Background: an optimization exercise with open tools, aiming at small area. Do not read the settings as production practice.
The RTL was checked by simulation tests, not by an equivalence proof against the original design.
Power is estimated from default activity; no workload was simulated.

// ALU_TOP
module ALU_TOP #(parameter width = 16)(
    input [width - 1:0] A,
    input [width - 1:0] B,
    input [3:0] ALU_FUN,
    input clk,rst,
    output  [width - 1:0] Arith_OUT,
    output  Carry_OUT,
    output  Arith_Flag,
    output  [width - 1:0] Logic_OUT,
    output  Logic_Flag,
    output  [width - 1:0] CMP_OUT,
    output  CMP_Flag,
    output  [width - 1:0] Shift_OUT,
    output  Shift_Flag
    );
export LEC_CHECK = 0
export CAP_MARGIN = 20
export CORE_MARGIN = 2
export CORE_UTILIZATION = 40
export PLACE_DENSITY = 0.75
export SLEW_MARGIN = 20
create_clock -name core_clock -period 33.0 [get_ports {clk}]
standard.sh (not shown) runs the stock make flow with config.mk's settings and CLKGATE_MAP_FILE= SYNTH_SCRIPT=/design/flow/synth_recipe.tcl, a recipe that flattens the netlist after the stock synthesis.
==> flow/flow/run.sh <==
#!/bin/bash
# Own layout flow: the standard flow (standard.sh) with two changes:
#  - synthesis uses flow/my_synth.tcl, which is synth_recipe.tcl plus one step that
#    maps the hm_* gate modules of ARITH_ARRAY onto the matching sky130 cells
#    (flow/hm_map.v) before Yosys's synth, so ABC keeps the array's carry chains;
#  - BUFFER_PORTS_ARGS (if set below) picks the port buffer cell.
# Each tool's full output goes to the ORFS logs under orfs/logs/, and the make
# output to flow_make.log in this folder.
set -euo pipefail
HERE=$(pwd)
export HM_MAP=$HERE/flow/hm_map.v
sed "s#SYNTH_SCRIPT=[^ ]*#SYNTH_SCRIPT=$HERE/flow/my_synth.tcl#" standard.sh > my_standard.sh
grep -q "SYNTH_SCRIPT=$HERE/flow/my_synth.tcl" my_standard.sh
ARGS=()
if [ -f flow/buffer_ports_args ]; then ARGS+=("BUFFER_PORTS_ARGS=$(cat flow/buffer_ports_args)"); fi
bash my_standard.sh "${ARGS[@]}" finish > flow_make.log 2>&1
Other scripts of this flow, unchanged in this note and not shown: flow/flow/buffer_ports_args, flow/flow/hm_map.v, flow/flow/my_synth.tcl
==> next run, changes <==
GPL_TIMING_DRIVEN = 0   (was not set)
PLACE_DENSITY = not set   (was 0.75)
=> The changed run finished clean. Die area is unchanged. Clock-buffer cell count is unchanged. Cell count went up by 2.1%. First-iteration DRC count came out lower by 30%. Synthesized cell count stays the same. Synthesized area does not change.

========
== wip/pepper ==
Another version of the RTL of ALU_TOP (not shown whole).
For scale: about 1600 cells after synthesis, roughly 55 flip-flops, roughly 110 I/O pins.
clock: 33.0 ns
lec_check: 0
cap_margin: 20
core_margin: 2
core_utilization: 40
cts_buf_list: sky130_fd_sc_hd__clkbuf_4 sky130_fd_sc_hd__clkbuf_8
place_density: 0.85
setup_slack_margin: -0.8
slew_margin: 20
==> flow/flow/buffer_ports_args <==
-buffer_cell sky130_fd_sc_hd__buf_1
==> flow/flow/hm_map.v <==
module hm_nand2 (A, B, Y);
  input A, B;
  output Y;
  sky130_fd_sc_hd__nand2_1 _TECHMAP_REPLACE_ (.A(A), .B(B), .Y(Y));
endmodule

module hm_nor2 (A, B, Y);
  input A, B;
  output Y;
  sky130_fd_sc_hd__nor2_1 _TECHMAP_REPLACE_ (.A(A), .B(B), .Y(Y));
endmodule

module hm_xor2 (A, B, X);
  input A, B;
  output X;
  sky130_fd_sc_hd__xor2_1 _TECHMAP_REPLACE_ (.A(A), .B(B), .X(X));
endmodule

module hm_xnor2 (A, B, Y);
  input A, B;
  output Y;
  sky130_fd_sc_hd__xnor2_1 _TECHMAP_REPLACE_ (.A(A), .B(B), .Y(Y));
endmodule

module hm_a21oi (A1, A2, B1, Y);
  input A1, A2, B1;
  output Y;
  sky130_fd_sc_hd__a21oi_1 _TECHMAP_REPLACE_ (.A1(A1), .A2(A2), .B1(B1), .Y(Y));
endmodule

module hm_o21ai (A1, A2, B1, Y);
  input A1, A2, B1;
  output Y;
  sky130_fd_sc_hd__o21ai_1 _TECHMAP_REPLACE_ (.A1(A1), .A2(A2), .B1(B1), .Y(Y));
endmodule

module hm_inv (A, Y);
  input A;
  output Y;
  sky130_fd_sc_hd__inv_1 _TECHMAP_REPLACE_ (.A(A), .Y(Y));
endmodule

module hm_mux2i (A0, A1, S, Y);
  input A0, A1, S;
  output Y;
  sky130_fd_sc_hd__mux2i_1 _TECHMAP_REPLACE_ (.A0(A0), .A1(A1), .S(S), .Y(Y));
endmodule

module hm_a22o (A1, A2, B1, B2, X);
  input A1, A2, B1, B2;
  output X;
  sky130_fd_sc_hd__a22o_1 _TECHMAP_REPLACE_ (.A1(A1), .A2(A2), .B1(B1), .B2(B2), .X(X));
endmodule

module hm_nor2b (A, B_N, Y);
  input A, B_N;
  output Y;
  sky130_fd_sc_hd__nor2b_1 _TECHMAP_REPLACE_ (.A(A), .B_N(B_N), .Y(Y));
endmodule

module hm_a2bb2o (A1_N, A2_N, B1, B2, X);
  input A1_N, A2_N, B1, B2;
  output X;
  sky130_fd_sc_hd__a2bb2o_1 _TECHMAP_REPLACE_ (.A1_N(A1_N), .A2_N(A2_N), .B1(B1), .B2(B2), .X(X));
endmodule
==> flow/flow/my_synth.tcl <==
# Standard synthesis (synth_recipe.tcl) with one extra step: before Yosys's synth
# command, the small gate modules hm_* of ARITH_ARRAY are replaced by the
# matching sky130 cells (flow/hm_map.v), so that ABC keeps the array's structure.
set ::hm_done 0
proc synth {args} {
  if {!$::hm_done} {
    set ::hm_done 1
    yosys techmap -map $::env(HM_MAP)
  }
  yosys synth -nofsm -noshare {*}$args
}
source $::env(SCRIPTS_DIR)/synth.tcl
# left out here: clear keep_hierarchy, flatten, clean up, hide names made inside functions, write 1_2_yosys.v
Scripts as last shown in full above: flow/flow/run.sh
Looking at the reports, wip/pepper completed the entire flow and the layout it produced met the timing, DRC and antenna checks.
Setup changes, wip/pepper to wip/maple
- a change of SLEW_MARGIN from 20 to 10
- a change of CAP_MARGIN from 20 to 10
- a change of SETUP_SLACK_MARGIN from -0.8 to -1.3
Notes after the runs:
Cell area | wip/maple vs wip/pepper | wip/maple smaller
On switching share of power, wip/pepper and wip/maple are basically level.
Routed wire length: wip/maple < wip/pepper
wip/maple against wip/pepper: power in combinational cells lost about 1%; worst path buffer plus inverter count neither gained nor lost much.
On worst setup slack, the higher figure sits with wip/pepper, not wip/maple.
[compare] base=wip/pepper new=wip/maple: overall via count from detail_route ~0 delta; count of final max-slew check failures comparable.
The worst hold slack was comparable across wip/pepper and wip/maple.
Number of non-clock buffers in the layout: wip/pepper and wip/maple compared, higher one is wip/pepper
wip/maple and wip/pepper ended up with roughly the same first-pass GRT wire length.

## afterwards: timing with drivers on the ports
In the flow no input, the clock included, has a driving cell. The finished layouts below were timed again as built, in two steps.
Step 1 assumes that a clkbuf_16 drives the clock port and a buf_2 every other input.
Step 2 times the ports against the registers' clock, not the clock port: input delays grow and output delays shrink by t, the midpoint of the rising clock arrivals with the driver on.
Three values: ideal, step 1, step 2; two values: the first two.
run	t, ns	slack for setup (ns)	hold slack, ns	worst setup path at the end	latest minus earliest clock arrival (ns)
the first run of note 1	0.329	1.599 / 1.612 / 1.283	6.403 / 6.397 / 6.726	input to register	0.004 / 0.004
the second run of note 1	0.318	1.166 / 1.170 / 0.852	6.266 / 6.262 / 6.580	input to register	0.010 / 0.010
wip/pepper	0.367	1.609 / 1.630 / 1.263	6.383 / 6.363 / 6.730	input to register	0.012 / 0.012
wip/maple	0.368	1.327 / 1.348 / 0.980	6.381 / 6.361 / 6.729	input to register	0.012 / 0.012
After both steps every run listed still meets setup and hold. The setup slack of wip/maple, which loses most, moves by +0.021 ns with the drivers and by -0.347 ns with both steps.
